This design comes from an exercise in tuning for small area, a short achievable clock period and few clock cycles on the open sky130 flow, not from production work. RTL that was checked went through simulation tests only; none was proved equivalent to the original. Function not checked in run 3: the RTL went through the layout flow alone.

==> design/flow/flow/run.sh <==
#!/bin/bash
# Standard layout, with timing repair aimed well below the clock period:
# the SDC and its period stay as given, only repair_timing's setup margin
# is raised so that it keeps improving paths that already meet 17 ns.
set -euo pipefail
MARGIN=${MARGIN:-13.0}
bash standard.sh synth > synth.log 2>&1
bash standard.sh SETUP_SLACK_MARGIN=$MARGIN finish > layout.log 2>&1
==> design/flow/design.v <==
module postfix(input clk,
               input rst,
               input [7:0] infix,
               input infix_valid,
               output infix_ready,
               output reg [7:0] result,
               output reg done);
localparam NV = 16;    
localparam NO = 12;    
localparam NB = 24;    
function [10:0] fadd(input [9:0] a, input [9:0] b, input cin);
  reg [9:0] g, p, G, P;
  reg [10:0] c;
  integer i, d;
  begin
    g = a & b;
    p = a ^ b;
    G = g;
    P = p;
    G[0] = g[0] | (p[0] & cin);
    for (d = 1; d < 10; d = d * 2)
      for (i = 9; i >= d; i = i - 1) begin
        G[i] = G[i] | (P[i] & G[i-d]);
        P[i] = P[i] & P[i-d];
      end
    c = {G, cin};
    fadd = {c[10], p ^ c[9:0]};
  end
endfunction
reg [4:0] q0, q1;
reg       has0, has1;    
reg       rdy;           
assign infix_ready = rdy;
wire [4:0] inc = {infix[4], infix[3:0]};
wire take;
wire push_q = infix_valid & rdy;
wire has1_n = has1 ? ~take : has0 & ~take & push_q;
always @(posedge clk) begin
  if (rst) begin
    has0 <= 1'b0;
    has1 <= 1'b0;
    rdy  <= 1'b1;
  end else begin
    has0 <= has1 | push_q | has0 & ~take;
    has1 <= has1_n;
    rdy  <= ~has1_n;
  end
  if (has1 ? take : (push_q & (take | ~has0))) q0 <= has1 ? q1 : inc;
  if (~has1 & has0 & ~take) q1 <= inc;
end
wire c_v   = has0;
wire [3:0] c_d = q0[3:0];
wire c_eq  = q0[4] & q0[3] & q0[2];
wire c_dig = q0[4] & ~(q0[3] & q0[2]);
wire c_mod = ~q0[4] & (q0[3:0] == 4'h5);
wire c_lp  = ~q0[4] & (q0[3:0] == 4'h8);
wire c_rp  = ~q0[4] & (q0[3:0] == 4'h9);
wire c_mul = ~q0[4] & (q0[3:0] == 4'hA);
wire c_add = ~q0[4] & (q0[3:0] == 4'hB);
wire c_sub = ~q0[4] & (q0[3:0] == 4'hD);
reg [7:0] S, T;
reg [1:0] aop;    
reg [1:0] mop;    
reg [7:0]    vst [0:NV-1];
reg [2:0]    ost [0:NO-1];
reg [NB-1:0] bst;
reg          pend_s;    
wire [7:0] V0 = vst[0];
function [2:0] openc(input [1:0] a, input [1:0] m);
  openc = (a == 2'd0) ? {m[1], 2'b11} : {a[1], m};
endfunction
wire [2:0] o0 = ost[0];
wire [1:0] ap = (o0[1:0] == 2'b11) ? 2'd0 : {o0[2], ~o0[2]};
wire [1:0] mp = (o0[1:0] == 2'b11) ? {o0[2], ~o0[2]} : o0[1:0];
wire       triv = bst[0];
wire [10:0] sum  = fadd({2'b0, S}, {2'b0, (aop == 2'd2) ? ~T : T}, aop == 2'd2);
wire [7:0] inner = (aop == 2'd0) ? T : sum[7:0];
reg  [1:0] ph;         
reg  [1:0] dcnt;
reg  [7:0] R;          
wire [3:0] mb   = (ph == 2'd1) ? V0[3:0] : c_d;
wire [7:0] prod = T * mb;
wire [3:0] phi  = T[3:0] * V0[7:4];
function [7:0] dstep(input [7:0] r, input b, input [7:0] v);
  reg [10:0] t;
  begin
    t = fadd({1'b0, r, b}, {2'b11, ~v}, 1'b1);
    dstep = t[9] ? {r[6:0], b} : t[7:0];
  end
endfunction
function [3:0] mod4(input [3:0] x, input [3:0] v);
  case ({x, v})
    8'h11: mod4 = 4'd0;
    8'h21: mod4 = 4'd0;
    8'h22: mod4 = 4'd0;
    8'h31: mod4 = 4'd0;
    8'h32: mod4 = 4'd1;
    8'h33: mod4 = 4'd0;
    8'h41: mod4 = 4'd0;
    8'h42: mod4 = 4'd0;
    8'h43: mod4 = 4'd1;
    8'h44: mod4 = 4'd0;
    8'h51: mod4 = 4'd0;
    8'h52: mod4 = 4'd1;
    8'h53: mod4 = 4'd2;
    8'h54: mod4 = 4'd1;
    8'h55: mod4 = 4'd0;
    8'h61: mod4 = 4'd0;
    8'h62: mod4 = 4'd0;
    8'h63: mod4 = 4'd0;
    8'h64: mod4 = 4'd2;
    8'h65: mod4 = 4'd1;
    8'h66: mod4 = 4'd0;
    8'h71: mod4 = 4'd0;
    8'h72: mod4 = 4'd1;
    8'h73: mod4 = 4'd1;
    8'h74: mod4 = 4'd3;
    8'h75: mod4 = 4'd2;
    8'h76: mod4 = 4'd1;
    8'h77: mod4 = 4'd0;
    8'h81: mod4 = 4'd0;
    8'h82: mod4 = 4'd0;
    8'h83: mod4 = 4'd2;
    8'h84: mod4 = 4'd0;
    8'h85: mod4 = 4'd3;
    8'h86: mod4 = 4'd2;
    8'h87: mod4 = 4'd1;
    8'h88: mod4 = 4'd0;
    8'h91: mod4 = 4'd0;
    8'h92: mod4 = 4'd1;
    8'h93: mod4 = 4'd0;
    8'h94: mod4 = 4'd1;
    8'h95: mod4 = 4'd4;
    8'h96: mod4 = 4'd3;
    8'h97: mod4 = 4'd2;
    8'h98: mod4 = 4'd1;
    8'h99: mod4 = 4'd0;
    8'ha1: mod4 = 4'd0;
    8'ha2: mod4 = 4'd0;
    8'ha3: mod4 = 4'd1;
    8'ha4: mod4 = 4'd2;
    8'ha5: mod4 = 4'd0;
    8'ha6: mod4 = 4'd4;
    8'ha7: mod4 = 4'd3;
    8'ha8: mod4 = 4'd2;
    8'ha9: mod4 = 4'd1;
    8'haa: mod4 = 4'd0;
    8'hb1: mod4 = 4'd0;
    8'hb2: mod4 = 4'd1;
    8'hb3: mod4 = 4'd2;
    8'hb4: mod4 = 4'd3;
    8'hb5: mod4 = 4'd1;
    8'hb6: mod4 = 4'd5;
    8'hb7: mod4 = 4'd4;
    8'hb8: mod4 = 4'd3;
    8'hb9: mod4 = 4'd2;
    8'hba: mod4 = 4'd1;
    8'hbb: mod4 = 4'd0;
    8'hc1: mod4 = 4'd0;
    8'hc2: mod4 = 4'd0;
    8'hc3: mod4 = 4'd0;
    8'hc4: mod4 = 4'd0;
    8'hc5: mod4 = 4'd2;
    8'hc6: mod4 = 4'd0;
    8'hc7: mod4 = 4'd5;
    8'hc8: mod4 = 4'd4;
    8'hc9: mod4 = 4'd3;
    8'hca: mod4 = 4'd2;
    8'hcb: mod4 = 4'd1;
    8'hcc: mod4 = 4'd0;
    8'hd1: mod4 = 4'd0;
    8'hd2: mod4 = 4'd1;
    8'hd3: mod4 = 4'd1;
    8'hd4: mod4 = 4'd1;
    8'hd5: mod4 = 4'd3;
    8'hd6: mod4 = 4'd1;
    8'hd7: mod4 = 4'd6;
    8'hd8: mod4 = 4'd5;
    8'hd9: mod4 = 4'd4;
    8'hda: mod4 = 4'd3;
    8'hdb: mod4 = 4'd2;
    8'hdc: mod4 = 4'd1;
    8'hdd: mod4 = 4'd0;
    8'he1: mod4 = 4'd0;
    8'he2: mod4 = 4'd0;
    8'he3: mod4 = 4'd2;
    8'he4: mod4 = 4'd2;
    8'he5: mod4 = 4'd4;
    8'he6: mod4 = 4'd2;
    8'he7: mod4 = 4'd0;
    8'he8: mod4 = 4'd6;
    8'he9: mod4 = 4'd5;
    8'hea: mod4 = 4'd4;
    8'heb: mod4 = 4'd3;
    8'hec: mod4 = 4'd2;
    8'hed: mod4 = 4'd1;
    8'hee: mod4 = 4'd0;
    8'hf1: mod4 = 4'd0;
    8'hf2: mod4 = 4'd1;
    8'hf3: mod4 = 4'd0;
    8'hf4: mod4 = 4'd3;
    8'hf5: mod4 = 4'd0;
    8'hf6: mod4 = 4'd3;
    8'hf7: mod4 = 4'd1;
    8'hf8: mod4 = 4'd7;
    8'hf9: mod4 = 4'd6;
    8'hfa: mod4 = 4'd5;
    8'hfb: mod4 = 4'd4;
    8'hfc: mod4 = 4'd3;
    8'hfd: mod4 = 4'd2;
    8'hfe: mod4 = 4'd1;
    8'hff: mod4 = 4'd0;
    default: mod4 = x;
  endcase
endfunction
wire [7:0] dvd = (ap != 2'd0) ? vst[1] : vst[0];    
wire       thi = (T[7:4] != 4'd0);
wire       tps = (dvd[7:4] == 4'd0);
wire [3:0] mx  = tps ? dvd[3:0] : dvd[7:4];
wire [3:0] m4  = c_dig ? mod4(thi ? T[7:4] : T[3:0], c_d) : mod4(mx, inner[3:0]);
wire [3:0] r4  = (inner[7:4] != 4'd0) ? mx : m4;
wire [3:0] dd = (ph == 2'd3) ? T[3:0] : V0[3:0];
wire [7:0] dv = (ph == 2'd3) ? {4'd0, c_d} : T;
reg [7:0] rnext;
always @(*) begin
  if (dcnt == 2'd0) rnext = dstep(dstep(R, dd[3], dv), dd[2], dv);
  else              rnext = dstep(dstep(R, dd[1], dv), dd[0], dv);
end
wire dslow  = c_dig & (mop == 2'd2) & (c_d != 4'd0) & thi;
wire pfast  = (ph == 2'd0) & c_rp & ~triv & (mp == 2'd2) & tps;
wire slow   = c_rp & ~triv & (mp != 2'd0) & ~pfast | dslow;
wire mfast  = (V0[7:4] == 4'd0);
wire finish = (ph != 2'd0) && dcnt == 2'd1 || (ph == 2'd1) && mfast;
reg  pend_p;
wire hold   = pend_p & c_rp & ~triv;
wire go     = c_v & ~hold;
assign take = (ph == 2'd0) ? go & ~slow : c_v & finish;
wire empty   = (aop == 2'd0) && (mop == 2'd0);
wire lp_go   = go & (ph == 2'd0) & c_lp;
wire o_push  = lp_go & ~empty;
wire o_pop   = take & c_rp & ~triv;
wire v_push  = o_push | pend_s;
wire [7:0] v_in = (pend_s || mop == 2'd0) ? S : T;
wire v_pop   = go & c_rp & ~triv & (ph == 2'd0) & (ap != 2'd0) |
               take & c_rp & ~triv & (mp != 2'd0) & ~(pfast & (ap != 2'd0)) |
               pend_p;
integer n;
always @(posedge clk) begin
  if (v_push) begin
    vst[0] <= v_in;
    for (n = 1; n < NV; n = n + 1) vst[n] <= vst[n-1];
  end else if (v_pop) begin
    for (n = 0; n < NV-1; n = n + 1) vst[n] <= vst[n+1];
  end
  if (o_push) begin
    ost[0] <= openc(aop, mop);
    for (n = 1; n < NO; n = n + 1) ost[n] <= ost[n-1];
  end else if (o_pop) begin
    for (n = 0; n < NO-1; n = n + 1) ost[n] <= ost[n+1];
  end
  if (lp_go) bst <= {bst[NB-2:0], empty};
  else if (take & c_rp) bst <= {1'b0, bst[NB-1:1]};
end
always @(posedge clk) begin
  if (rst) begin
    aop <= 2'd0;
    mop <= 2'd0;
    ph <= 2'd0;
    pend_s <= 1'b0;
    pend_p <= 1'b0;
    done <= 1'b0;
  end else begin
    pend_s <= o_push & (aop != 2'd0) & (mop != 2'd0);
    pend_p <= go & (ph == 2'd0) & pfast & (ap != 2'd0);
    done <= go & (ph == 2'd0) & c_eq;
    if (ph != 2'd0) begin
      if (c_v & finish) ph <= 2'd0;
    end else if (go) begin
      if (c_dig) begin
        if (dslow) ph <= 2'd3;
        mop <= 2'd0;
      end
      if (c_mul) mop <= 2'd1;
      if (c_mod) mop <= 2'd2;
      if (c_add | c_sub) aop <= c_add ? 2'd1 : 2'd2;
      if (c_lp | c_eq) begin
        aop <= 2'd0;
        mop <= 2'd0;
      end
      if (c_rp) begin
        mop <= 2'd0;
        aop <= triv ? 2'd0 : ap;
        if (slow) ph <= mp;
      end
    end
  end
end
always @(posedge clk) begin
  result <= inner + 8'd48;    
  if (ph == 2'd1) begin
    if (c_v) begin
      dcnt <= dcnt + 2'd1;
      if (dcnt == 2'd0 && !mfast) R <= prod;
      else if (dcnt == 2'd0) T <= prod;
      else T <= {R[7:4] + phi, R[3:0]};
    end
  end else if (ph[1]) begin
    if (c_v) begin
      R <= rnext;
      dcnt <= dcnt + 2'd1;
      if (dcnt == 2'd1) T <= (ph == 2'd2 && T == 8'd0) ? V0 : rnext;
    end
  end else if (go) begin
    if (c_dig) begin
      if (mop == 2'd1) T <= prod;
      else if (mop == 2'd0) T <= {4'd0, c_d};
      else if (dslow) begin
        R <= {4'd0, m4};
        dcnt <= 2'd0;
      end else if (c_d != 4'd0) T <= {4'd0, m4};
    end
    if (c_add | c_sub) S <= inner;
    if (c_rp) begin
      T <= pfast ? {4'd0, r4} : inner;
      if (~triv && ap != 2'd0) S <= V0;
      if (slow) begin
        dcnt <= 2'd0;
        R <= {4'd0, r4};
      end
    end
  end
end
endmodule
==> design/flow/standard.sh <==
#!/bin/bash
# synth_recipe.tcl (not shown) runs the flow's synth.tcl, then flattens the netlist and writes it again
# the make line also repeats each setting of config.mk as NAME=value (left out here)
make -C /OpenROAD-flow-scripts/flow DESIGN_CONFIG=/design/flow/config.mk WORK_HOME=/design/flow/orfs CLKGATE_MAP_FILE= SYNTH_SCRIPT=/design/flow/synth_recipe.tcl "${@:-finish}"
==> design/flow/constraint.sdc <==
create_clock -name core_clock -period 17.0 [get_ports {clk}]
set_input_delay 3.4000 -clock core_clock [delete_from_list [all_inputs] [get_ports {clk}]]
set_output_delay 3.4000 -clock core_clock [all_outputs]
set_load 0.01 [all_outputs]
==> design/flow/config.mk <==
export PLATFORM = sky130hd
export DESIGN_NAME = postfix
export DESIGN_NICKNAME = postfix
export VERILOG_FILES = /design/flow/design.v
export SDC_FILE = /design/flow/constraint.sdc
export NUM_CORES = 4
export LEC_CHECK = 0
export ABC_AREA = 1
export CAP_MARGIN = 20
export CORE_MARGIN = 2
export CORE_UTILIZATION = 60
export PLACE_DENSITY = 0.75
export SLEW_MARGIN = 20
==> results.py, run 1 <==
metrics = {
    "finish": {
        "area_growth_pct": 19.06,
        "finalInstanceArea_um2": 19150,
        "diodes": 0,
        "fin_cells": 2487,
        "fin_util": 0.7306,
        "drive_above_1_share": 0.1854,
        "num-nets-final": 2209,
    },
    "timing": {
        "fmax_mhz": 210.8,
        "setup_viol": 0,
        "period_share": 0.2791,
        "setup_ws_ns": 12.26,
        "max-slew-margin-rel": 0.4213,
        "period_needed_ns": 4.745,
        "final_hold_viol_count": 0,
        "whs_ns": 0.4577,
        "skew_ns": 0.02133,
        "finalSetupTns_ns": 0,
        "grt_setup_unrepaired": "true",
        "report.final.slew_viol_count": 0,
        "worst_slew_pin_slew_ns": 0.8649,
    },
    "yosys": {
        "ys_ff_latch": 244,
        "synthCells": 2038,
        "synth.most_common_cell": "nand2_1",
        "synth_flop_cell": "edfxtp_1",
        "async_flop_share": 0,
        "synth_edf_count": 224,
        "yosysWarnings": 3,
        "yosys.area.top_type": "edfxtp_1",
        "synth_top_area_frac": 0.4183,
        "synthTopCellsByCount": "nand2_1, edfxtp_1, o21ai_0",
        "synth_fp_nets": 2114,
        "synth_area_um2": 16080,
        "syn_area_per_cell_um2": 7.891,
        "yosysSeqAreaShare": 0.4432,
        "synth_cell_types": 58,
        "synthTopCellsByArea": "edfxtp_1, nand2_1, o21ai_0",
    },
    "cts": {
        "cts_buffers": 26,
        "clk_pin_slew_ns": 0.06,
        "cts_tree": "done",
        "clock_sinks": 244,
        "htree_levels": 1,
        "cts-root-buf": "clkbuf_16",
        "cts_buffer_depth": 3,
        "clock_latency_ns": 0.54,
        "cts_hold_buf": 0,
    },
    "worst_setup_path": {
        "critPathMaxFanout": 5,
        "critPathBufInv": 10,
        "crit_cells": 28,
        "reg2reg_slack_ns": 12.26,
        "critPathKind": "flop to flop",
        "max_stage_delay_ns": 0.45,
        "required_ns": 17.40,
        "slowest_stage": "dfxtp_4",
        "arrival_ns": 5.14,
        "path_delay_family": "compound AO/OA/AOI/OAI gates",
        "critPathCaptureType": "flop",
        "cp-start-kind": "flop",
        "rr_worst_depth": 28,
    },
    "floorplanning": {
        "pin_count": 21,
        "start_util": 0.6137,
        "dieArea_um2": 28130,
        "rows": 59,
        "die_h_um": 167.7,
        "coreArea_um2": 26210,
        "die_w_um": 167.7,
    },
    "placed_design": {
        "placed_cell_area_um2": 16690,
        "dp_cells": 2336,
        "dpl_worst_slack_ns": 11.19,
        "place_congestion": 0.9718,
        "post-dp-hpwl_um": 30960,
        "port_buffers": 17,
    },
    "detailed_routing": {
        "routed_wl_um": 48780,
        "first_pass_iters": 6,
        "vias_per_cell": 6.130,
        "wl_per_cell_um": 19.61,
        "drc": 0,
        "drtAntennaViolNets": 0,
        "detail_route.iter0.violations": 1997,
        "vias": 15250,
    },
    "global_route": {
        "grt_pass1_wl_um": 75760,
        "antenna_found_initial": 1,
        "track_usage": 0.3356,
        "grt.overflow.total": 0,
        "grt_max_degree": 115,
        "grt_pass1_vias": 14400,
    },
    "run": {
        "max_cap_violations": 0,
    },
    "hold_path": {
        "min_path_cells": 0,
        "hold_path_class": "flop to flop",
    },
    "status": {
        "status": "timing/DRC/antenna clean",
    },
}
## sequential cells by signal (all words and copies together) (netlist names)
name / flops
pend_s: 1
ph: 2
ost: 36
has1: 1
mop: 2
has0: 1
dcnt: 2
R: 8
aop: 2
done: 1
bst: 24
result: 8
q1: 5
vst: 128
rdy: 1
pend_p: 1
S: 8
T: 8
q0: 5
## final timing paths
kind                   startpoint              endpoint
max reg2reg    ph[1]$_SDFFE_PP0P_        R[0]$_DFFE_PP_
max            ph[1]$_SDFFE_PP0P_        R[0]$_DFFE_PP_
min reg2reg  vst[14][1]$_DFFE_PP_  vst[15][1]$_DFFE_PN_
min          vst[14][1]$_DFFE_PP_  vst[15][1]$_DFFE_PN_
## repair_timing
item / 4_1_cts / 5_1_grt
setup endpoints to repair: 366 / 272
pin swaps: 59 / 43
setup buffers: 71 / 24
resized for setup: 193 / 51
cloned: 6 / 3
## area by class of cell
cell class	count	area, um2
multi-input cells	1482	8617
flip-flops and latches	244	7139
fillers	1875	7059
repair buffers	123	1141
inverters	256	1022
clock buffers	34	680.7
well taps	335	419.2
clock inverters	13	127.6
## per-layer routing
metal  wire [um]  vias to the layer above  track usage  part of all wire
met5           0                        -            0                 0
met4        2247                        0       0.1233             0.046
met3        4803                      210      0.06003             0.098
li1            -                     6957            -                 -
met2       22200                      916       0.5374              0.46
met1       19530                     7162       0.4613              0.40
## cells in the final DEF, fill, tap and decap left out, drive strengths merged, types with 3 or more instances in the layout
cell           count
or2                7
nor4               4
nand3             76
a21oi             61
clkinvlp           3
o21bai             7
a31oi             15
clkinv            17
bufinv             3
inv              246
o221ai             4
buf              113
fa                16
ha                49
o21ai            240
a22o               3
o211ai            12
dfxtp             20
edfxtp           224
and2               3
nand4             14
nand2            655
o22ai             23
clkbuf            37
nor2             200
clkdlybuf4s50      6
nor3              18
xnor2             14
o2111ai            4
xor2              39
## kinds of logic (layout without fill, tap and decap cells)
kind of cell | after synthesis | in the layout | share of synthesized area
AOI/OAI and AO/OA | 383 | 383 | 0.1353
xor gates and xnor gates | 53 | 53 | 0.02933
adders and majority gates | 65 | 65 | 0.05804
buffers and inverters | 318 | 426 | 0.07858
DFF | 244 | 244 | 0.4432
muxes | 1 | 1 | 0.0006224
and+or+nand+nor | 974 | 980 | 0.2550
## worst register-to-register path, delay by kind of cell (launching register included)
kind | cells | cell delay, ns
flip-flops | 1 | 0.45
AO/OA/AOI/OAI | 9 | 1.61
adder cells (fa/ha/maj) | 2 | 0.63
AND/OR/NAND/NOR | 6 | 0.57
buffers and inverters | 10 | 1.11
XOR/XNOR | 1 | 0.25
Testbench counts, summed over its fixed seeds: cycles 8,939.
==> inputs of run 2 (changes only) <==
--- a/design/flow/design.v
+++ b/design/flow/design.v
@@ -61,15 +61,15 @@
 reg [7:0] S, T;
 reg [1:0] aop;    
 reg [1:0] mop;    
-reg [7:0]    vst [0:NV-1];
-reg [2:0]    ost [0:NO-1];
-reg [NB-1:0] bst;
+reg [8*NV-1:0] vst;
+reg [3*NO-1:0] ost;
+reg [NB-1:0]   bst;
 reg          pend_s;    
-wire [7:0] V0 = vst[0];
+wire [7:0] V0 = vst[7:0];
 function [2:0] openc(input [1:0] a, input [1:0] m);
   openc = (a == 2'd0) ? {m[1], 2'b11} : {a[1], m};
 endfunction
-wire [2:0] o0 = ost[0];
+wire [2:0] o0 = ost[2:0];
 wire [1:0] ap = (o0[1:0] == 2'b11) ? 2'd0 : {o0[2], ~o0[2]};
 wire [1:0] mp = (o0[1:0] == 2'b11) ? {o0[2], ~o0[2]} : o0[1:0];
 wire       triv = bst[0];
@@ -213,14 +213,15 @@
     default: mod4 = x;
   endcase
 endfunction
-wire [7:0] dvd = (ap != 2'd0) ? vst[1] : vst[0];    
+wire [7:0] dvd = (ap != 2'd0) ? vst[15:8] : vst[7:0];    
 wire       thi = (T[7:4] != 4'd0);
 wire       tps = (dvd[7:4] == 4'd0);
 wire [3:0] mx  = tps ? dvd[3:0] : dvd[7:4];
 wire [3:0] m4  = c_dig ? mod4(thi ? T[7:4] : T[3:0], c_d) : mod4(mx, inner[3:0]);
 wire [3:0] r4  = (inner[7:4] != 4'd0) ? mx : m4;
-wire [3:0] dd = (ph == 2'd3) ? T[3:0] : V0[3:0];
-wire [7:0] dv = (ph == 2'd3) ? {4'd0, c_d} : T;
+reg  [3:0] DN;
+wire [3:0] dd = DN;
+wire [7:0] dv = T;
 reg [7:0] rnext;
 always @(*) begin
   if (dcnt == 2'd0) rnext = dstep(dstep(R, dd[3], dv), dd[2], dv);
@@ -244,22 +245,23 @@
 wire v_pop   = go & c_rp & ~triv & (ph == 2'd0) & (ap != 2'd0) |
                take & c_rp & ~triv & (mp != 2'd0) & ~(pfast & (ap != 2'd0)) |
                pend_p;
-integer n;
+wire v_pop1 = v_pop & ~v_push;
+wire v_hold = ~v_push & ~v_pop;
+wire o_pop1 = o_pop & ~o_push;
+wire o_hold = ~o_push & ~o_pop;
+wire b_push = lp_go;
+wire b_pop  = take & c_rp & ~b_push;
+wire b_hold = ~b_push & ~(take & c_rp);
 always @(posedge clk) begin
-  if (v_push) begin
-    vst[0] <= v_in;
-    for (n = 1; n < NV; n = n + 1) vst[n] <= vst[n-1];
-  end else if (v_pop) begin
-    for (n = 0; n < NV-1; n = n + 1) vst[n] <= vst[n+1];
-  end
-  if (o_push) begin
-    ost[0] <= openc(aop, mop);
-    for (n = 1; n < NO; n = n + 1) ost[n] <= ost[n-1];
-  end else if (o_pop) begin
-    for (n = 0; n < NO-1; n = n + 1) ost[n] <= ost[n+1];
-  end
-  if (lp_go) bst <= {bst[NB-2:0], empty};
-  else if (take & c_rp) bst <= {1'b0, bst[NB-1:1]};
+  vst <= {8*NV{v_push}} & {vst[8*NV-9:0], v_in} |
+         {8*NV{v_pop1}} & {8'd0, vst[8*NV-1:8]} |
+         {8*NV{v_hold}} & vst;
+  ost <= {3*NO{o_push}} & {ost[3*NO-4:0], openc(aop, mop)} |
+         {3*NO{o_pop1}} & {3'd0, ost[3*NO-1:3]} |
+         {3*NO{o_hold}} & ost;
+  bst <= {NB{b_push}} & {bst[NB-2:0], empty} |
+         {NB{b_pop}} & {1'b0, bst[NB-1:1]} |
+         {NB{b_hold}} & bst;
 end
 always @(posedge clk) begin
   if (rst) begin
@@ -277,7 +279,7 @@
       if (c_v & finish) ph <= 2'd0;
     end else if (go) begin
       if (c_dig) begin
-        if (dslow) ph <= 2'd3;
+        if (dslow) ph <= 2'd2;
         mop <= 2'd0;
       end
       if (c_mul) mop <= 2'd1;
@@ -308,7 +310,7 @@
     if (c_v) begin
       R <= rnext;
       dcnt <= dcnt + 2'd1;
-      if (dcnt == 2'd1) T <= (ph == 2'd2 && T == 8'd0) ? V0 : rnext;
+      if (dcnt == 2'd1) T <= (T == 8'd0) ? V0 : rnext;
     end
   end else if (go) begin
     if (c_dig) begin
@@ -316,6 +318,8 @@
       else if (mop == 2'd0) T <= {4'd0, c_d};
       else if (dslow) begin
         R <= {4'd0, m4};
+        DN <= T[3:0];
+        T <= {4'd0, c_d};
         dcnt <= 2'd0;
       end else if (c_d != 4'd0) T <= {4'd0, m4};
     end
@@ -326,6 +330,7 @@
       if (slow) begin
         dcnt <= 2'd0;
         R <= {4'd0, r4};
+        DN <= dvd[3:0];
       end
     end
   end
==> results.py, run 2 <==
metrics = {
    "status": {
        "status": "timing/DRC/antenna clean",
    },
    "finish": {
        "largest_register_ffs": 128,
        "top_register": "vst",
        "multi_input_area_um2": 9264,
        "top_regs": "vst: 128 flops, ost: 36 flops, bst: 24 flops",
        "fill_cells": 2032,
        "final_common_cell": "nand2_1",
        "layout_common_cells": "nand2_1, inv_1, dfxtp_1",
        "num-nets-final": 2361,
        "seq_area_um2": 5379,
        "drive_above_1_share": 0.1453,
        "area_growth_pct": 16.40,
        "diodes": 0,
    },
    "yosys": {
        "synth_area_um2": 15380,
        "synthTopCellsByArea": "dfxtp_1, nand2_1, edfxtp_1",
        "synth_edf_count": 40,
        "synthTopCellsByCount": "nand2_1, inv_1, dfxtp_1",
        "synth_flop_cell": "dfxtp_1",
        "ys_ff_latch": 248,
        "yosys.area.top_type": "dfxtp_1",
        "synth_fp_nets": 2307,
        "synth_top_area_frac": 0.2707,
        "yosysSeqAreaShare": 0.3487,
        "async_flop_share": 0,
        "synth_cell_types": 59,
        "yosysWarnings": 1,
        "syn_area_per_cell_um2": 6.896,
        "synthCells": 2231,
        "synth.most_common_cell": "nand2_1",
    },
    "detailed_routing": {
        "detail_route.iter0.violations": 1867,
        "drtAntennaViolNets": 0,
        "vias_per_cell": 6.025,
        "vias": 15880,
        "wl_met1_um": 18880,
        "drc": 0,
        "routed_wl_um": 46680,
        "wl_per_cell_um": 17.72,
        "wl_met2_um": 21250,
        "first_pass_iters": 6,
        "wl_met3_um": 4037,
        "top_layer": "met4",
    },
    "cts": {
        "cts_buffers": 26,
        "cts_hold_buf": 0,
        "cts_buffer_depth": 3,
        "cts-root-buf": "clkbuf_16",
        "clk_pin_slew_ns": 0.07,
        "clock_latency_ns": 0.55,
        "clock_sinks": 248,
        "cts_tree": "done",
        "htree_levels": 1,
    },
    "run": {
        "max_cap_violations": 0,
    },
    "worst_setup_path": {
        "max_stage_delay_ns": 0.32,
        "path_delay_family": "flip-flops",
        "arrival_ns": 0.99,
        "critPathKind": "flop to output pin",
        "reg2reg_to": "T[1]$_DFFE_PP_",
        "cp_cell_sequence": "buf_6",
        "critPathBufInv": 1,
        "reg2reg_slack_ns": 12.62,
        "startpoint": "rdy$_SDFF_PP1_",
        "critPathMaxFanout": 2,
        "slowest_stage": "dfxtp_2",
        "rr_worst_depth": 21,
        "cp-start-kind": "flop",
        "reg2reg_from": "T[6]$_DFFE_PP_",
        "required_ns": 13.60,
        "critPathCaptureType": "output pin",
    },
    "global_route": {
        "grt.overflow.total": 0,
        "grt_max_degree": 99,
        "grt_pass1_wl_um": 72120,
        "antenna_found_initial": 0,
        "track_usage": 0.3275,
        "grt_pass1_vias": 14460,
    },
    "hold_path": {
        "hold-path-endpoint": "vst[118]$_DFF_P_",
        "hold_path_class": "flop to flop",
        "min_path_cells": 2,
        "hp-start": "vst[126]$_DFF_P_",
    },
    "timing": {
        "worst_slew_pin_slew_ns": 1.039,
        "report.final.slew_viol_count": 0,
        "period_share": 0.2580,
        "skew_ns": 0.01893,
        "grt_setup_unrepaired": "true",
        "setup_ws_ns": 12.61,
        "max-slew-margin-rel": 0.3022,
        "period_needed_ns": 4.385,
        "setup_viol": 0,
        "fmax_mhz": 228.0,
        "final_hold_viol_count": 0,
        "finalSetupTns_ns": 0,
    },
    "floorplanning": {
        "die_h_um": 164.1,
        "dieArea_um2": 26940,
        "die_w_um": 164.1,
        "pin_count": 21,
        "rows": 58,
        "start_util": 0.6110,
        "coreArea_um2": 25180,
    },
    "placed_design": {
        "port_buffers": 17,
        "place_congestion": 0.9949,
        "dpl_worst_slack_ns": 11.75,
        "post-dp-hpwl_um": 29770,
    },
}
## run 2: changes by cell type after synthesis, moves of 17 or more
cell,change
dfxtp_1,+188
edfxtp_1,-184
inv_1,+17
nand2_1,+112
nand3_1,+88
o211ai_1,+51
o21ai_0,-112
o221ai_1,+41
## run 2: per-stage QoR
stage | utilization | hold slack (ns) | instance area [um2] | instances
floorplan | - | 0.4286 | 15510 | 2231
global placement | 0.6241 | 0.4351 | 15720 | 2505
detailed placement | 0.6241 | 0.4493 | 15720 | 2505
CTS | 0.6930 | 0.4628 | 17450 | 2618
global route | 0.7112 | 0.4851 | 17910 | 2635
finish | 0.7112 | 0.4518 | 17910 | 2635
## run 2: timing repair
item / 4_1_cts / 5_1_grt
gates resized for setup: 145 / 69
pin swaps: 59 / 41
setup buffers: 63 / 15
endpoints found under the setup margin: 196 / 164
gates cloned: 2 / 2
## run 2: routing by layer
metal	GRT usage	vias to the layer above
li1	-	7469
met1	0.4298	7343
met2	0.5346	835
met3	0.04874	228
met4	0.1463	0
met5	0	-
## run 2: worst reg2reg max path: stages, from the launching register on
cell	delay (ns)
edfxtp_1	0.44
inv_4	0.13
ha_4	0.23
a21o_1	0.20
a211oi_4	0.31
buf_4	0.17
nand3_4	0.17
buf_4	0.22
buf_4	0.14
buf_4	0.17
o21ai_2	0.22
ha_4	0.25
nand2_1	0.08
nand2_1	0.08
a21oi_2	0.15
inv_2	0.07
a21oi_4	0.27
nand2_1	0.10
a32o_2	0.28
or2_4	0.23
a21oi_2	0.16
nand2_1	0.07
## run 2: area by class of cell
class                   instances  area share
clock inverters                16     0.01048
well taps                     330     0.02306
repair buffers                104     0.05086
repair inverters                1   0.0002795
inverters                     256     0.05659
multi-input cells            1648      0.5173
flip-flops and latches        248      0.3004
clock buffers                  32     0.04108
## run 2: kinds of logic after synthesis
logic type / count (synthesis) / share of synthesized area
buffers and inverters: 337 / 0.08987
DFF: 248 / 0.3487
adders and majority gates: 65 / 0.06067
and+or+nand+nor: 1141 / 0.3098
AOI/OAI and AO/OA: 391 / 0.1631
xor gates and xnor gates: 49 / 0.02790
## run 2: worst max-delay path by stage
stage                      endpoint  slack [ns]  cells past startpoint
floorplan           q0[0]$_DFFE_PP_       12.96                      3
global placement    vst[11]$_DFF_P_       11.79                     13
detailed placement  vst[10]$_DFF_P_       11.75                     13
CTS                     infix_ready       12.59                      1
global route         T[0]$_DFFE_PP_       12.44                     25
finish                  infix_ready       12.61                      1
Testbench counts of run 2, summed over its fixed seeds: cycles 8,939.
==> inputs of run 3 (changes only) <==
==> design/flow/design.v (replaced) <==
`timescale 1ns / 1ps
module postfix(input clk,
               input rst,
               input [7:0] infix,
               input infix_valid,
               output infix_ready,
               output reg [7:0] result,
               output reg done);
reg [7:0] in_val[0:50];
reg [7:0] out_val[0:50];
reg [7:0] stack[0:50];
reg [7:0] ch;
reg [5:0] top;
reg [1:0] ch_pr;
reg [1:0] stacktop_pr;
reg [1:0] k;
reg [5:0] i;
reg [5:0] j;
reg [5:0] l;
localparam RECEIVE = 0,
           INIT = 1,
           GET_INPUT = 2,
           POP_VAL = 3,
           CHECK_PRECEDENCE = 4,
           COMPARE_PRECEDENCE = 5,
           EMPTY_STACK = 6,
           EVALUATE = 7;
reg [2:0] p_s;
assign infix_ready = (p_s == RECEIVE);
function [1:0] ret_val(input [7:0] temp);
  case (temp)
    "#": ret_val = 2'b00;
    "(": ret_val = 2'b01;
    "+": ret_val = 2'b10;
    "-": ret_val = 2'b10;
    "*": ret_val = 2'b11;
    "%": ret_val = 2'b11;
    default: ret_val = 2'b00;
  endcase
endfunction
wire [7:0] in_ch = in_val[i];
wire [7:0] st_top = stack[top];
wire [7:0] st_next = stack[top - 6'd1];
wire [7:0] out_ch = out_val[i];
wire [7:0] op1 = st_top - 8'd48;
wire [7:0] op2 = st_next - 8'd48;
reg  [7:0] res;
always @(*) begin
  case (out_ch)
    "+": res = op1 + op2;
    "-": res = op2 - op1;
    "*": res = op1 * op2;
    default: res = (op1 == 8'd0) ? op2 : op2 % op1;
  endcase
end
always @(posedge clk)
begin
  done <= 1'b0;
  if (rst) begin
    p_s <= RECEIVE;
    l <= 6'd0;
    result <= 8'd0;
  end else begin
    case (p_s)
    RECEIVE:
    begin
      if (infix_valid) begin
        in_val[l] <= infix;
        l <= l + 6'd1;
        if (infix == "=")
          p_s <= INIT;
      end
    end
    INIT:
    begin
      stack[0] <= "#";
      top <= 6'd0;
      i <= 6'd0;
      j <= 6'd0;
      k <= 2'd0;
      p_s <= GET_INPUT;
    end
    GET_INPUT:
    begin
      ch <= in_ch;
      if (in_ch != "=") begin
        if (in_ch == "(") begin
          top <= top + 6'd1;
          stack[top + 6'd1] <= in_ch;
          i <= i + 6'd1;
        end else if (in_ch >= "0" && in_ch <= "9") begin
          out_val[j] <= in_ch;
          j <= j + 6'd1;
          i <= i + 6'd1;
        end else if (in_ch == ")") begin
          p_s <= POP_VAL;
        end else begin
          p_s <= CHECK_PRECEDENCE;
        end
      end else begin
        p_s <= EMPTY_STACK;  
      end
    end
    POP_VAL:
    begin
      if (st_top != "(") begin
        out_val[j] <= st_top;
        top <= top - 6'd1;
        j <= j + 6'd1;
      end else begin
        top <= top - 6'd1;  
        i <= i + 6'd1;
        p_s <= GET_INPUT;
      end
    end
    CHECK_PRECEDENCE:
    begin
      if (k == 2'd0) begin
        stacktop_pr <= ret_val(st_top);
        k <= 2'd1;
      end else if (k == 2'd1) begin
        ch_pr <= ret_val(ch);
        k <= 2'd2;
      end else begin
        k <= 2'd0;
        p_s <= COMPARE_PRECEDENCE;
      end
    end
    COMPARE_PRECEDENCE:
    begin
      if (stacktop_pr >= ch_pr) begin
        out_val[j] <= st_top;
        top <= top - 6'd1;
        j <= j + 6'd1;
        p_s <= CHECK_PRECEDENCE;
      end else begin
        top <= top + 6'd1;
        stack[top + 6'd1] <= ch;
        i <= i + 6'd1;
        p_s <= GET_INPUT;
      end
    end
    EMPTY_STACK:
    begin
      if (st_top != "#") begin  
        out_val[j] <= st_top;
        top <= top - 6'd1;
        j <= j + 6'd1;
      end else begin
        i <= 6'd0;
        top <= 6'd0;
        p_s <= EVALUATE;
      end
    end
    EVALUATE:
    begin
      if (i < j) begin
        if (out_ch >= "0" && out_ch <= "9") begin
          top <= top + 6'd1;
          stack[top + 6'd1] <= out_ch;
        end else begin
          top <= top - 6'd1;
          stack[top - 6'd1] <= res + 8'd48;
        end
        i <= i + 6'd1;
      end else begin
        result <= st_top;
        done <= 1'b1;
        l <= 6'd0;
        p_s <= RECEIVE;
      end
    end
    endcase
  end
end
endmodule
==> design/flow/run.sh (new file) <==
#!/bin/bash
# synth_recipe.tcl (not shown) runs the flow's synth.tcl, then flattens the netlist and writes it again
# the make line also repeats each setting of config.mk as NAME=value (left out here)
make -C /OpenROAD-flow-scripts/flow DESIGN_CONFIG=/design/flow/config.mk WORK_HOME=/design/flow/orfs CLKGATE_MAP_FILE= SYNTH_SCRIPT=/design/flow/synth_recipe.tcl finish
==> design/flow/config.mk (replaced) <==
export PLATFORM = sky130hd
export DESIGN_NAME = postfix
export DESIGN_NICKNAME = postfix
export VERILOG_FILES = /design/flow/design.v
export SDC_FILE = /design/flow/constraint.sdc
export NUM_CORES = 4
export LEC_CHECK = 0
export CAP_MARGIN = 20
export CORE_MARGIN = 2
export CORE_UTILIZATION = 45
export PLACE_DENSITY = 0.6
export SLEW_MARGIN = 20
removed: design/flow/flow/run.sh
removed: design/flow/standard.sh
==> results.py, run 3 <==
metrics = {
    "global_route": {
        "busiest_layer": "met2",
        "grt_max_degree": 82,
        "grt.overflow.total": 0,
        "track_usage": 0.2326,
        "met1_usage": 0.3280,
        "grt_pass1_vias": 33360,
        "grt_pass1_wl_um": 226500,
        "gr-usage-met3": 0.03775,
        "antenna_found_initial": 1,
        "grtUsageMet2": 0.3700,
    },
    "floorplanning": {
        "pin_count": 21,
        "rows": 132,
        "coreArea_um2": 129300,
        "start_util": 0.4529,
        "die_h_um": 364.8,
        "die_w_um": 364.8,
        "dieArea_um2": 133100,
    },
    "timing": {
        "report.final.slew_viol_count": 0,
        "skew_ns": 0.04599,
        "setup_viol": 0,
        "period_needed_ns": 16.52,
        "max-slew-margin-rel": 0.2352,
        "fmax_mhz": 60.52,
        "finalSetupTns_ns": 0,
        "worst_slew_pin_slew_ns": 1.138,
        "setup_ws_ns": 0.4772,
        "whs_ns": 0.4542,
        "period_share": 0.9719,
        "final_hold_viol_count": 0,
    },
    "worst_setup_path": {
        "slowest_stage": "nor4_1",
        "required_ns": 17.50,
        "crit_cells": 81,
        "reg2reg_from": "top[2]$_DFFE_PP_",
        "rr_worst_depth": 81,
        "path_delay_family": "compound AO/OA/AOI/OAI gates",
        "reg2reg_slack_ns": 0.48,
        "critPathBufInv": 10,
        "startpoint": "top[2]$_DFFE_PP_",
        "reg2reg_to": "stack[28][7]$_DFFE_PP_",
        "critPathMaxFanout": 13,
        "critPathKind": "flop to flop",
        "cpMostUsedCell": "o21a_1",
        "max_stage_delay_ns": 0.49,
        "cp-start-kind": "flop",
        "arrival_ns": 17.02,
        "critPathCaptureType": "flop",
        "endpoint": "stack[28][7]$_DFFE_PP_",
    },
    "yosys": {
        "synthCells": 3468,
        "async_flop_share": 0,
        "synthTopCellsByCount": "edfxtp_1, mux4_2, nor2_1",
        "synth_top_family_by_area": "multiplexers",
        "syn_area_per_cell_um2": 16.89,
        "synth_edf_count": 1256,
        "synthTopCellsByArea": "edfxtp_1, mux4_2, nor2_1",
        "synth_compound_area_frac": 0.04550,
        "synthSimpleGateAreaFrac": 0.06464,
        "synth_xor_area_frac": 0.01008,
        "synth_cell_types": 89,
        "yosysSeqAreaShare": 0.6542,
        "synth.most_common_cell": "edfxtp_1",
        "muxShareOfSynthArea": 0.1810,
        "synth_area_um2": 58570,
        "synth_fp_nets": 3579,
        "yosys.area.top_type": "edfxtp_1",
        "synth_top_area_frac": 0.6439,
        "synth_flop_cell": "edfxtp_1",
        "yosysWarnings": 1,
        "ys_ff_latch": 1286,
        "synthAdderAreaFrac": 0.02316,
    },
    "finish": {
        "area_growth_pct": 15.11,
        "layout_common_cells": "edfxtp_1, mux4_2, nor2_1",
        "drive_above_1_share": 0.2660,
        "diodes": 0,
        "top_regs": "in_val: 408 flops, out_val: 408 flops, stack: 408 flops",
        "fill_cells": 10420,
        "fin_util": 0.5214,
        "num-nets-final": 3806,
        "final_common_cell": "edfxtp_1",
    },
    "cts": {
        "cts_tree": "done",
        "clk_pin_slew_ns": 0.06,
        "htree_levels": 4,
        "cts-root-buf": "clkbuf_16",
        "clock_sinks": 1286,
        "clock_latency_ns": 0.78,
        "cts_buffer_depth": 3,
        "cts_buffers": 138,
    },
    "detailed_routing": {
        "drtAntennaViolNets": 0,
        "vias_per_cell": 6.049,
        "detail_route.iter0.violations": 3608,
        "routed_wl_um": 155600,
        "first_pass_iters": 6,
        "drc": 0,
        "vias": 33530,
        "wl_per_cell_um": 28.07,
    },
    "run": {
        "max_cap_violations": 0,
    },
    "placed_design": {
        "place_congestion": 0.9160,
        "port_buffers": 20,
        "dpl_worst_slack_ns": -0.03994,
        "post-dp-hpwl_um": 100400,
    },
    "hold_path": {
        "hp-start": "result[2]$_SDFFE_PP0P_",
        "hold_path_class": "flop to flop",
    },
    "status": {
        "status": "timing/DRC/antenna clean",
    },
}
[run 3: worst min-delay path by stage]
stage                                         to  slack (ns)  cells after the start
after detailed placement  result[2]$_SDFFE_PP0P_        0.45                      2
after CTS                 result[2]$_SDFFE_PP0P_        0.46                      2
after floorplan           result[0]$_SDFFE_PP0P_        0.48                      2
after global routing      result[2]$_SDFFE_PP0P_        0.48                      2
after global placement    result[2]$_SDFFE_PP0P_        0.45                      2
final                     result[2]$_SDFFE_PP0P_        0.45                      2
[run 3: layout make-up]
class	instances	area (um2)	area share
clock buffer	169	3591	0.05326
multi-input combinational	1925	19660	0.2915
inverter	74	280.3	0.004157
timing repair buffer	270	2496	0.03702
tap	1742	2180	0.03233
sequential	1286	38340	0.5687
clock inverter	77	874.6	0.01297
[run 3: what timing repair did]
| item | 4_1_cts | 5_1_grt |
|---|---|---|
| pin swaps | 3 | 37 |
| gates resized for setup | 1 | 66 |
| buffers inserted | 2 | 33 |
| endpoints found under the setup margin | 78 | 408 |
| hold buffers | 0 | 0 |
| gates cloned | 1 | 6 |
[run 3: per-layer routing]
| layer | routed length [um] | vias up |
|---|---|---|
| li1 | - | 14450 |
| met1 | 65850 | 17530 |
| met2 | 74420 | 1296 |
| met3 | 10520 | 260 |
| met4 | 4788 | 2 |
| met5 | 12 | - |
[run 3: tightest hold or removal path, delay by kind of cell, from the launching register on]
| kind | cells | cell delay (ns) |
|---|---|---|
| flip-flops | 1 | 0.30 |
| AO/OA/AOI/OAI | 1 | 0.05 |
| AND/OR/NAND/NOR | 1 | 0.05 |
[run 3: per-stage QoR]
step	instance area [um2]	cells
after floorplan	58940	3468
after global routing	67420	5543
after global placement	62070	5250
final	67420	5543
after CTS	66640	5502
after detailed placement	62150	5253
[run 3: logic make-up (layout without fill, tap and decap cells)]
logic type	count (synthesis)	count (layout)
DFF	1286	1286
xor gates and xnor gates	65	65
adders and majority gates	100	100
AOI/OAI and AO/OA	393	395
and+or+nand+nor	816	816
buffers and inverters	259	590
muxes	549	549

==> re-timing with driven ports <==
The flow's constraints put no driver on any port. The routed layouts listed below were extracted and timed again, unchanged, in two steps.
Step 1 assumes that a clkbuf_16 drives the clock port and a buf_2 every other input.
Step 2 moves the port delays by t, midway between the first and last clock arrival at a register: inputs arrive t later, outputs are due t later. That takes back most of the time a late clock gives input paths.
a / b / c = ideal ports / drivers / drivers and shift; a / b = the first two.
run | t, ns | setup slack, ns | latest minus earliest clock arrival (ns)
run 1 | 0.584 | 12.255 / 12.255 / 12.255 | 0.023 / 0.024
run 2 | 0.593 | 12.615 / 12.564 / 12.617 | 0.018 / 0.019
run 3 | 0.839 | 0.477 / 0.477 / 0.477 | 0.046 / 0.046
After both steps every run listed still meets setup and hold.
